What follows belongs to an exercise in optimizing a design on an open flow for small area and a short achievable clock period; a production flow would make more cautious choices.
RTL that was checked went through simulation tests only; none was proved equivalent to the original.
No activity file was given, so power comes from the tool's default toggle rates.

## red
Design fir_retimed, start of the top module:
module fir_retimed #(
    parameter N_TAPS = 4,
    parameter DATA_WIDTH = 18,
    parameter COEFF_WIDTH = 18
) (
    input clk,
    input reset_n,
    input ena,
    input signed [DATA_WIDTH-1:0] data_in,
    output signed [(DATA_WIDTH + COEFF_WIDTH + 2)-1:0] data_out
);
    reg signed [17:0] x0, x1;
    reg signed [18:0] u;
    reg signed [20:0] s2;
    reg signed [21:0] s1;
    reg signed [21:0] s;
    reg signed [23:0] z;
    wire signed [18:0] u_next  = {x0[17], x0} + {x1[17], x1};
    wire signed [20:0] s2_next = {u, 2'b00} - {{3{x1[17]}}, x1};
    wire signed [21:0] s1_next = {s2[20], s2} + {{3{x1[17]}}, x1, 1'b0};
    wire signed [21:0] s_next  = s1 + {{4{x1[17]}}, x1};
    wire signed [23:0] z_next  = {{2{s[21]}}, s} + {s, 2'b00};
    always @(posedge clk or negedge reset_n) begin
        if (!reset_n) begin
            x0 <= 18'd0;
            x1 <= 18'd0;
            u  <= 19'd0;
            s2 <= 21'd0;
            s1 <= 22'd0;
            s  <= 22'd0;
            z  <= 24'd0;
        end else if (ena) begin
            x0 <= data_in;
            x1 <= x0;
            u  <= u_next;
  ...
clock: 4.5 ns
lec_check: 0
cap_margin: 20
core_margin: 2
core_utilization: 40
setup_slack_margin: 1.8
slew_margin: 20
standard.sh (not shown) runs the stock make flow with config.mk's settings and CLKGATE_MAP_FILE= SYNTH_SCRIPT=/design/flow/synth_recipe.tcl, a recipe that flattens the netlist after the stock synthesis.
==> flow/flow/run.sh <==
#!/bin/bash
# The standard layout, with plain buffers (not delay cells) on the ports.
set -euo pipefail
bash standard.sh BUFFER_PORTS_ARGS="-buffer_cell sky130_fd_sc_hd__buf_2" finish > make_finish.log 2>&1
Having completed the whole flow, red delivered a layout that passed the timing, DRC and antenna checks.
[inputs] blue vs red
Settings: swapping 40 for 65 in CORE_UTILIZATION.
==> comparison <==
blue ended up with a lower detailed placer's ending HPWL than red did. A startpoint of the worst setup timing path of x1[2] is what red shows, while x1[7] belongs to blue. Against red as the reference, blue delivers a higher sequential share of cell area. Share of the clock period used by the worst path: lower on blue. For the peak per-stage delay on the critical path, blue came in 0.03 ns higher than red did. Pin count of the biggest net entering global routing for blue: 1 up relative to red.
Input-level comparison between green and blue:
Settings: CORE_UTILIZATION: 65 -> 40.
==> flow/run.sh (new file) <==
#!/bin/bash
# synth_recipe.tcl (not shown) runs the flow's synth.tcl, then flattens the netlist and writes it again
# the make line also repeats each setting of config.mk as NAME=value (left out here)
make -C /OpenROAD-flow-scripts/flow DESIGN_CONFIG=/design/flow/config.mk WORK_HOME=/design/flow/orfs CLKGATE_MAP_FILE= SYNTH_SCRIPT=/design/flow/synth_recipe.tcl finish
removed: flow/flow/run.sh
removed: flow/standard.sh
- The higher register-to-register setup slack of green and blue is in green.
- Diff green and blue: global-route usage lower in green
- green ended up with a higher setup slack than blue did.
- Looking at switching power share of the total, green sits 0.23 points above blue.
- Post-CTS setup buffer count: green vs blue identical
- The transition time at the pin with the least slew margin in green sits 0.10 ns above the value recorded for blue.
- Row detailed placement HPWL: green higher / blue lower
#### Input delta (orange over green)
Settings: clearing SETUP_SLACK_MARGIN, which used to be 1.8.
Results
- Reported for orange and green, die span in y turned out identical to the last digit.
- Worst setup slack ends up lower on orange.
- The run showing the smaller post-route clock period utilization is green.
- Row fraction of area in multi-input gates: orange lower / green higher
- On number of global-route vias before repair, green tracks orange almost exactly.
- Looking at share of the final layout cell area in sequential cells, orange sits 0.52 points higher than green does.
- Going from green to orange, global-route usage closely matched the old numbers, via count roughly the same, critical path depth went up.
- Between orange and green, the overall power consumption is higher for green.
Function was not checked in any run of this note: the RTL went through the layout flow alone.

* * *

Another version of the RTL of fir_retimed (not shown whole).
Size: ~1300 cells after synthesis, about 59 I/O pins.
export LEC_CHECK = 0
export ABC_AREA = 1
export CAP_MARGIN = 0
export CORE_MARGIN = 2
export CORE_UTILIZATION = 40
export CTS_BUF_LIST = sky130_fd_sc_hd__clkbuf_8
export PLACE_DENSITY_LB_ADDON = 0.2
export SETUP_SLACK_MARGIN = 2.4
export SLEW_MARGIN = 0
create_clock -name core_clock -period 4.5 [get_ports {clk}]
==> flow/flow/run.sh <==
#!/bin/bash
# The standard layout, with plain buffers (not delay cells) on the ports and
# a clock tree with fewer, more loaded sink buffers and no dummy loads.
set -euo pipefail
bash standard.sh \
  BUFFER_PORTS_ARGS="-buffer_cell sky130_fd_sc_hd__buf_1" \
  CTS_ARGS="-sink_clustering_enable -repair_clock_nets -buf_list sky130_fd_sc_hd__clkbuf_8 -dont_use_dummy_load" \
  finish > make_finish.log 2>&1
Edit:
--- a/flow/config.mk
+++ b/flow/config.mk
@@ -13 +12,0 @@
-export PLACE_DENSITY_LB_ADDON = 0.2
=> The new run completed without violations. Sequential share of layout area barely changes. Non-clock buffer count drops by 4. Setup slack gets worse by 0.064 ns. Cell area stays flat. Global-route usage is about the same. Via count is about the same. Cell count stays flat. Sequential power hardly moves. Hold slack got worse by 0.0085 ns. Count of clock-buffer cells in the layout is unchanged. Die area is unchanged.

* * *

fir_retimed again, from the RTL that the note above started with.
export LEC_CHECK = 0
export ABC_AREA = 1
export CAP_MARGIN = 0
export CORE_MARGIN = 2
export CORE_UTILIZATION = 40
export CTS_BUF_LIST = sky130_fd_sc_hd__clkbuf_8
export PLACE_DENSITY = 0.8
export SETUP_SLACK_MARGIN = 2.4
export SLEW_MARGIN = 0
create_clock -name core_clock -period 4.5 [get_ports {clk}]
==> flow/flow/run.sh <==
#!/bin/bash
# The standard layout, with plain buffers (not delay cells) on the ports.
set -euo pipefail
bash standard.sh BUFFER_PORTS_ARGS="-buffer_cell sky130_fd_sc_hd__buf_1" finish > make_finish.log 2>&1
The baseline went through all stages and came out clean.
Then changed:
==> flow/flow/run.sh (replaced) <==
#!/bin/bash
# The standard layout, with plain buffers (not delay cells) on the ports and
# a clock tree with fewer, more loaded sink buffers and no dummy loads.
set -euo pipefail
bash standard.sh \
  BUFFER_PORTS_ARGS="-buffer_cell sky130_fd_sc_hd__buf_1" \
  CTS_ARGS="-sink_clustering_enable -repair_clock_nets -buf_list sky130_fd_sc_hd__clkbuf_8 -sink_buffer_max_cap_derate 0.5 -dont_use_dummy_load" \
  RECOVER_POWER=100 \
  finish > make_finish.log 2>&1
- PLACE_DENSITY: 0.8 -> not set
Effect: Now the flow finished with max-capacitance violations, max-slew violations left. Global-route usage shrinks by 0.18 points. Routed wire length came out lower by 3.6%. Cell area goes down by 2.3%. Core utilization decreases by 1.0 points. Power drops by 6.8%. Register-to-register slack loses 0.09 ns. Clock skew came out higher by 0.020 ns. Combinational power is lower by about 4%. Via count falls by 4.4%. Die area is unchanged. Setup slack degrades by 0.59 ns.
Then changed:
==> flow/flow/run.sh (replaced) <==
#!/bin/bash
# The standard layout, with plain buffers (not delay cells) on the ports.
set -euo pipefail
bash standard.sh BUFFER_PORTS_ARGS="-buffer_cell sky130_fd_sc_hd__buf_1" finish > make_finish.log 2>&1
- SETUP_SLACK_MARGIN: 2.4 -> 2.6
The changed run finished with timing, DRC and antenna clean; setup slack gains 0.58 ns; global-route usage came out higher by 0.49 points; total power came out higher by a quarter to a third; wire length came out higher by about a fifth; synthesized cell count does not change.
Then changed:
- CORE_UTILIZATION: 40 -> 60
- SETUP_SLACK_MARGIN: 2.6 -> 2.4
What happened: Critical path depth fell by 1. Via count fell by 6.2%. Combinational power fell by 25%. Routed wire length fell by 17%. Total power fell by 15%.
Then changed:
==> flow/flow/run.sh (replaced) <==
#!/bin/bash
# The standard layout, with plain buffers (not delay cells) on the ports and
# no dummy loads in the clock tree.
set -euo pipefail
bash standard.sh \
  BUFFER_PORTS_ARGS="-buffer_cell sky130_fd_sc_hd__buf_1" \
  CTS_ARGS="-sink_clustering_enable -repair_clock_nets -buf_list sky130_fd_sc_hd__clkbuf_8 -dont_use_dummy_load" \
  finish > make_finish.log 2>&1
- CORE_UTILIZATION: 60 -> 40
- PLACE_DENSITY_LB_ADDON: not set -> 0.2
- SETUP_SLACK_MARGIN: 2.4 -> 2.5
- TNS_END_PERCENT: not set -> 20
=> The new run ran to the end with no violations. Die area increases by 48%. Clock power came out lower by 36%. Sequential power barely changes. Global-route usage goes down by 6.9 points. Clock-buffer cell count goes down by 4. Synthesized area does not change. Sequential share of layout area falls by 0.71 points. Power decreases by 3.0%.
Then changed:
==> flow/flow/run.sh (replaced) <==
#!/bin/bash
# The standard layout, with plain buffers (not delay cells) on the ports.
set -euo pipefail
bash standard.sh BUFFER_PORTS_ARGS="-buffer_cell sky130_fd_sc_hd__buf_1" finish > make_finish.log 2>&1
- PLACE_DENSITY_LB_ADDON: 0.2 -> not set
- SETUP_SLACK_MARGIN: 2.5 -> 2.2
- TNS_END_PERCENT: 20 -> not set
=> Synthesized cell count stays the same. Wire length fell by a few percent. Core utilization fell by 1.1 points. Die area stays the same. Final area fell by a few percent. Power rose slightly. Global-route usage rose by 0.11 points.

* * *

Setup of run A:
Another version of the RTL of fir_retimed (not shown whole).
Size: roughly 140 flip-flops, about 59 I/O pins.
Settings: LEC_CHECK=0, ABC_AREA=1, CAP_MARGIN=20, CORE_MARGIN=2, CORE_UTILIZATION=40, SETUP_SLACK_MARGIN=2.2, SLEW_MARGIN=20; clock period 4.5 ns.
==> flow/flow/run.sh <==
#!/bin/bash
# The standard layout, with plain buffers (not delay cells) on the ports.
set -euo pipefail
bash standard.sh BUFFER_PORTS_ARGS="-buffer_cell sky130_fd_sc_hd__buf_2" finish > make_finish.log 2>&1
Run A | status: complete | timing, DRC, antenna: pass
The following lists how run B was set up differently from run A:
- removing SETUP_SLACK_MARGIN (formerly 2.2)
==> run summary <==
- Looking at routed wire length across both flows, run B is the stronger of the two, with run A trailing.
- Note that the met3 wire length recorded for run B amounts to 1.4 times the value seen in run A.
- Run B — routed via count divided by cell count 0.67% lower, run A as reference
- Sequential share of layout area, run B and run A: lower on run A
- NOTE: maximum operating frequency in run B falls short of that of run A
- Compared with run A, run B shows sequential standard cell area that has gone down slightly.
[inputs] run C vs run B
- setting SETUP_SLACK_MARGIN to 1.8 for the first time
- setting CTS_CLUSTER_DIAMETER to 200 for the first time
- setting CTS_CLUSTER_SIZE to 40 for the first time
Notes after the runs:
- Diff run B -> run C: first-iteration DRC count fell about 4%; power per unit of standard cell area about even.
- STATUS final non-filler cell area: run C loses against run B
- Compare run B and run C | layout overhead on the synthesized area higher: run C
- | met1 routed wirelength after detailed routing | lower: run B |
- Sort run B and run C by final critical path time including I/O delays and setup desc -> top: run B
- Looking only at share of power burned in combinational logic, and setting everything else aside, the higher value of run B and run C goes to run C.
- Compared with run B, run C shows a higher switching power.
- Going from run B to run C, proportion of power drawn by flip-flops and latches decreased 0.8 points; via count increased 88; clock-cell share of area decreased 0.15 points.
--- input diff run C..run D ---
- removing ABC_AREA (formerly 1)
- removing CTS_CLUSTER_SIZE (formerly 40)
- removing CTS_CLUSTER_DIAMETER (formerly 200)
==> flow/run.sh (new file) <==
#!/bin/bash
# synth_recipe.tcl (not shown) runs the flow's synth.tcl, then flattens the netlist and writes it again
# the make line also repeats each setting of config.mk as NAME=value (left out here)
make -C /OpenROAD-flow-scripts/flow DESIGN_CONFIG=/design/flow/config.mk WORK_HOME=/design/flow/orfs CLKGATE_MAP_FILE= SYNTH_SCRIPT=/design/flow/synth_recipe.tcl finish
removed: flow/flow/run.sh
removed: flow/standard.sh
[summary]
Run D | stages: all done | timing, DRC, antenna: all pass
Measured against run D, the wire length on met3 of run C comes out at 1.13 times the reference value.
Lower combinational-cell power consumption among run C and run D: run C
Adder-cell area share of the yosys netlist in run D is 0.24 points lower than in run C
On global router's overall resource usage, run C and run D are basically level.
Between run C and run D, fill cell instance count of the final layout decreased.
Comparing placed cell count for run C and run D, the bigger number came from run C.
On run D: sequential share of layout area is 2.5 points lower than what run C gave.
Changes observed in run D relative to run C: final standard cell count with taps included and fillers excluded decreased by 152 relative to the old numbers, post-route worst hold slack increased by 42 ps relative to the old numbers.
> inputs changed (run D -> run E)
- an added ABC_AREA of 1
==> flow/flow/run.sh (new file) <==
#!/bin/bash
# The standard layout, with plain buffers (not delay cells) on the ports.
set -euo pipefail
bash standard.sh BUFFER_PORTS_ARGS="-buffer_cell sky130_fd_sc_hd__buf_2" finish > make_finish.log 2>&1
==> flow/standard.sh (new file) <==
#!/bin/bash
# synth_recipe.tcl (not shown) runs the flow's synth.tcl, then flattens the netlist and writes it again
# the make line also repeats each setting of config.mk as NAME=value (left out here)
make -C /OpenROAD-flow-scripts/flow DESIGN_CONFIG=/design/flow/config.mk WORK_HOME=/design/flow/orfs CLKGATE_MAP_FILE= SYNTH_SCRIPT=/design/flow/synth_recipe.tcl "${@:-finish}"
removed: flow/run.sh
--- outcome ---
Clock-buffer cell count (higher): run E
The global-route wire length before repair of run E exceeds that of run D by about 0.4%.
On routed wire length, run D loses to run E.
Run E completed; timing, DRC and antenna clean
The inputs of run F differ from those of run E as listed below.
- SLEW_MARGIN: 20 -> 0
- CAP_MARGIN: 20 -> 0
- CTS_BUF_LIST: unset -> sky130_fd_sc_hd__clkbuf_8
==> flow/flow/run.sh <==
#!/bin/bash
# The standard layout, with plain buffers (not delay cells) on the ports.
set -euo pipefail
bash standard.sh BUFFER_PORTS_ARGS="-buffer_cell sky130_fd_sc_hd__buf_1" finish > make_finish.log 2>&1
--- outcome ---
- Diff run E -> run F: worst path arrival time up 90 ps; routed wire length down 330 um; remaining antenna violation count flat; critical path required time up 50 ps.
- The core of run F is less densely filled than that of run E.
- Summary of run F over run E: transition time at the pin with the least slew margin went up by 15 ps, final RePlAce weighted congestion rose about 1.5%, global-route usage fell by 0.32 points.
- Run F ended with every stage complete and zero timing, DRC or antenna violations.

* * *

RTL: one of the versions met above, not the one the previous note started from.
Size in the first run: roughly 140 flip-flops.
==> flow/design.v (excerpt) <==
module fir_retimed #(
    parameter N_TAPS = 4,
    parameter DATA_WIDTH = 18,
    parameter COEFF_WIDTH = 18
) (
    input clk,
    input reset_n,
    input ena,
    input signed [DATA_WIDTH-1:0] data_in,
    output signed [(DATA_WIDTH + COEFF_WIDTH + 2)-1:0] data_out
);
Settings: LEC_CHECK=0, ABC_AREA=1, CAP_MARGIN=0, CORE_MARGIN=2, CORE_UTILIZATION=40, CTS_BUF_LIST=sky130_fd_sc_hd__clkbuf_8, SETUP_SLACK_MARGIN=2.3, SLEW_MARGIN=0; clock period 4.5 ns.
==> flow/flow/run.sh <==
#!/bin/bash
# The standard layout, with plain buffers (not delay cells) on the ports and
# a clock tree with fewer, more loaded sink buffers and no dummy loads.
set -euo pipefail
bash standard.sh \
  BUFFER_PORTS_ARGS="-buffer_cell sky130_fd_sc_hd__buf_1" \
  CTS_ARGS="-sink_clustering_enable -repair_clock_nets -buf_list sky130_fd_sc_hd__clkbuf_8 -dont_use_dummy_load" \
  finish > make_finish.log 2>&1
Then changed:
--- a/flow/flow/run.sh
+++ b/flow/flow/run.sh
@@ -6,3 +6,3 @@
   BUFFER_PORTS_ARGS="-buffer_cell sky130_fd_sc_hd__buf_1" \
-  CTS_ARGS="-sink_clustering_enable -repair_clock_nets -buf_list sky130_fd_sc_hd__clkbuf_8 -dont_use_dummy_load" \
+  CTS_ARGS="-sink_clustering_enable -repair_clock_nets -buf_list sky130_fd_sc_hd__clkbuf_8 -sink_buffer_max_cap_derate 0.5 -dont_use_dummy_load" \
   finish > make_finish.log 2>&1
--- a/flow/config.mk
+++ b/flow/config.mk
@@ -12,3 +12,3 @@
 export CTS_BUF_LIST = sky130_fd_sc_hd__clkbuf_8
-export SETUP_SLACK_MARGIN = 2.3
+export SETUP_SLACK_MARGIN = 2.4
 export SLEW_MARGIN = 0
Result:
- flip-flop and latch count stays the same
- maximum frequency goes down slightly
- synthesized cell count is unchanged
- register-to-register slack gains 0.08 ns
Then changed:
==> flow/flow/run.sh (replaced) <==
#!/bin/bash
# The standard layout, with plain buffers (not delay cells) on the ports and
# a clock tree with fewer, more loaded sink buffers and no dummy loads.
set -euo pipefail
bash standard.sh \
  BUFFER_PORTS_ARGS="-buffer_cell sky130_fd_sc_hd__buf_1" \
  CTS_ARGS="-sink_clustering_enable -repair_clock_nets -buf_list sky130_fd_sc_hd__clkbuf_8 -dont_use_dummy_load" \
  finish > make_finish.log 2>&1
--- a/flow/config.mk
+++ b/flow/config.mk
@@ -12,2 +12,3 @@
 export CTS_BUF_LIST = sky130_fd_sc_hd__clkbuf_8
+export PLACE_DENSITY_LB_ADDON = 0.35
 export SETUP_SLACK_MARGIN = 2.4
=> Count of clock-buffer cells in the layout is unchanged. Global-route usage is lower by 0.34 points. Sequential cell count does not change. Worst setup slack stays flat. First-iteration DRC count is higher by 4.6%.
Then changed:
--- a/flow/config.mk
+++ b/flow/config.mk
@@ -10,5 +10,4 @@
 export CORE_MARGIN = 2
-export CORE_UTILIZATION = 40
+export CORE_UTILIZATION = 50
 export CTS_BUF_LIST = sky130_fd_sc_hd__clkbuf_8
-export PLACE_DENSITY_LB_ADDON = 0.35
 export SETUP_SLACK_MARGIN = 2.4
Non-clock buffer count is higher by 2.
Utilization came out higher by 11 points.
First-iteration DRC count came out higher by about 12%.
Final area falls by 0.53%.

-- what the ideal ports hide --
No port has a modelled driver above. Below, the same layouts with a new extraction and two added sets of constraints. Step 1 assumes that a clkbuf_16 drives the clock port and a buf_2 every other input. Step 2 also shifts input and output timing later by t, the mid clock arrival at the registers, as if the neighbouring blocks saw the same clock. Three values: no drivers, after step 1, after step 2; two values: the first two.
| run | t, ns | slack for setup (ns) | worst register clock-pin slew, ns | pins driven straight from the clock port |
|---|---|---|---|---|
| red | 0.461 | 1.842 / 1.842 / 1.625 | 0.07 / 0.07 | 1 |
| blue | 0.466 | 1.850 / 1.850 / 1.531 | 0.06 / 0.06 | 1 |
| green | 0.468 | 1.873 / 1.873 / 1.799 | 0.07 / 0.07 | 1 |
| orange | 0.470 | 1.676 / 1.676 / 1.676 | 0.07 / 0.07 | 1 |
| the first run of note 2 | 0.470 | 2.528 / 2.490 / 2.066 | 0.09 / 0.09 | 1 |
| the second run of note 2 | 0.472 | 2.464 / 2.428 / 2.148 | 0.08 / 0.08 | 1 |
| the first run of note 3 | 0.481 | 2.485 / 2.448 / 2.089 | 0.08 / 0.08 | 1 |
| the second run of note 3 | 0.474 | 1.891 / 1.908 / 1.434 | 0.08 / 0.08 | 1 |
| the third run of note 3 | 0.479 | 2.472 / 2.434 / 2.335 | 0.08 / 0.08 | 1 |
| the fourth run of note 3 | 0.476 | 2.499 / 2.460 / 2.202 | 0.08 / 0.08 | 1 |
| the fifth run of note 3 | 0.472 | 2.509 / 2.471 / 2.172 | 0.09 / 0.09 | 1 |
| the sixth run of note 3 | 0.479 | 2.386 / 2.349 / 1.938 | 0.08 / 0.08 | 1 |
| run A | 0.466 | 1.995 / 1.995 / 1.995 | 0.07 / 0.07 | 1 |
| run B | 0.465 | 1.652 / 1.652 / 1.652 | 0.06 / 0.06 | 1 |
| run C | 0.463 | 1.941 / 1.941 / 1.941 | 0.06 / 0.06 | 1 |
| run D | 0.460 | 1.654 / 1.654 / 1.654 | 0.06 / 0.06 | 1 |
| run E | 0.463 | 1.941 / 1.941 / 1.941 | 0.06 / 0.06 | 1 |
| run F | 0.493 | 1.913 / 1.913 / 1.913 | 0.09 / 0.09 | 1 |
| the first run of note 5 | 0.470 | 2.476 / 2.448 / 2.064 | 0.08 / 0.08 | 1 |
| the second run of note 5 | 0.472 | 2.464 / 2.428 / 2.148 | 0.08 / 0.08 | 1 |
| the third run of note 5 | 0.476 | 2.463 / 2.424 / 2.140 | 0.08 / 0.08 | 1 |
| the fourth run of note 5 | 0.475 | 2.451 / 2.451 / 2.175 | 0.08 / 0.08 | 1 |
For the first run of note 2, which loses most, drivers alone change the setup slack by -0.038 ns; drivers and shift together by -0.462 ns.
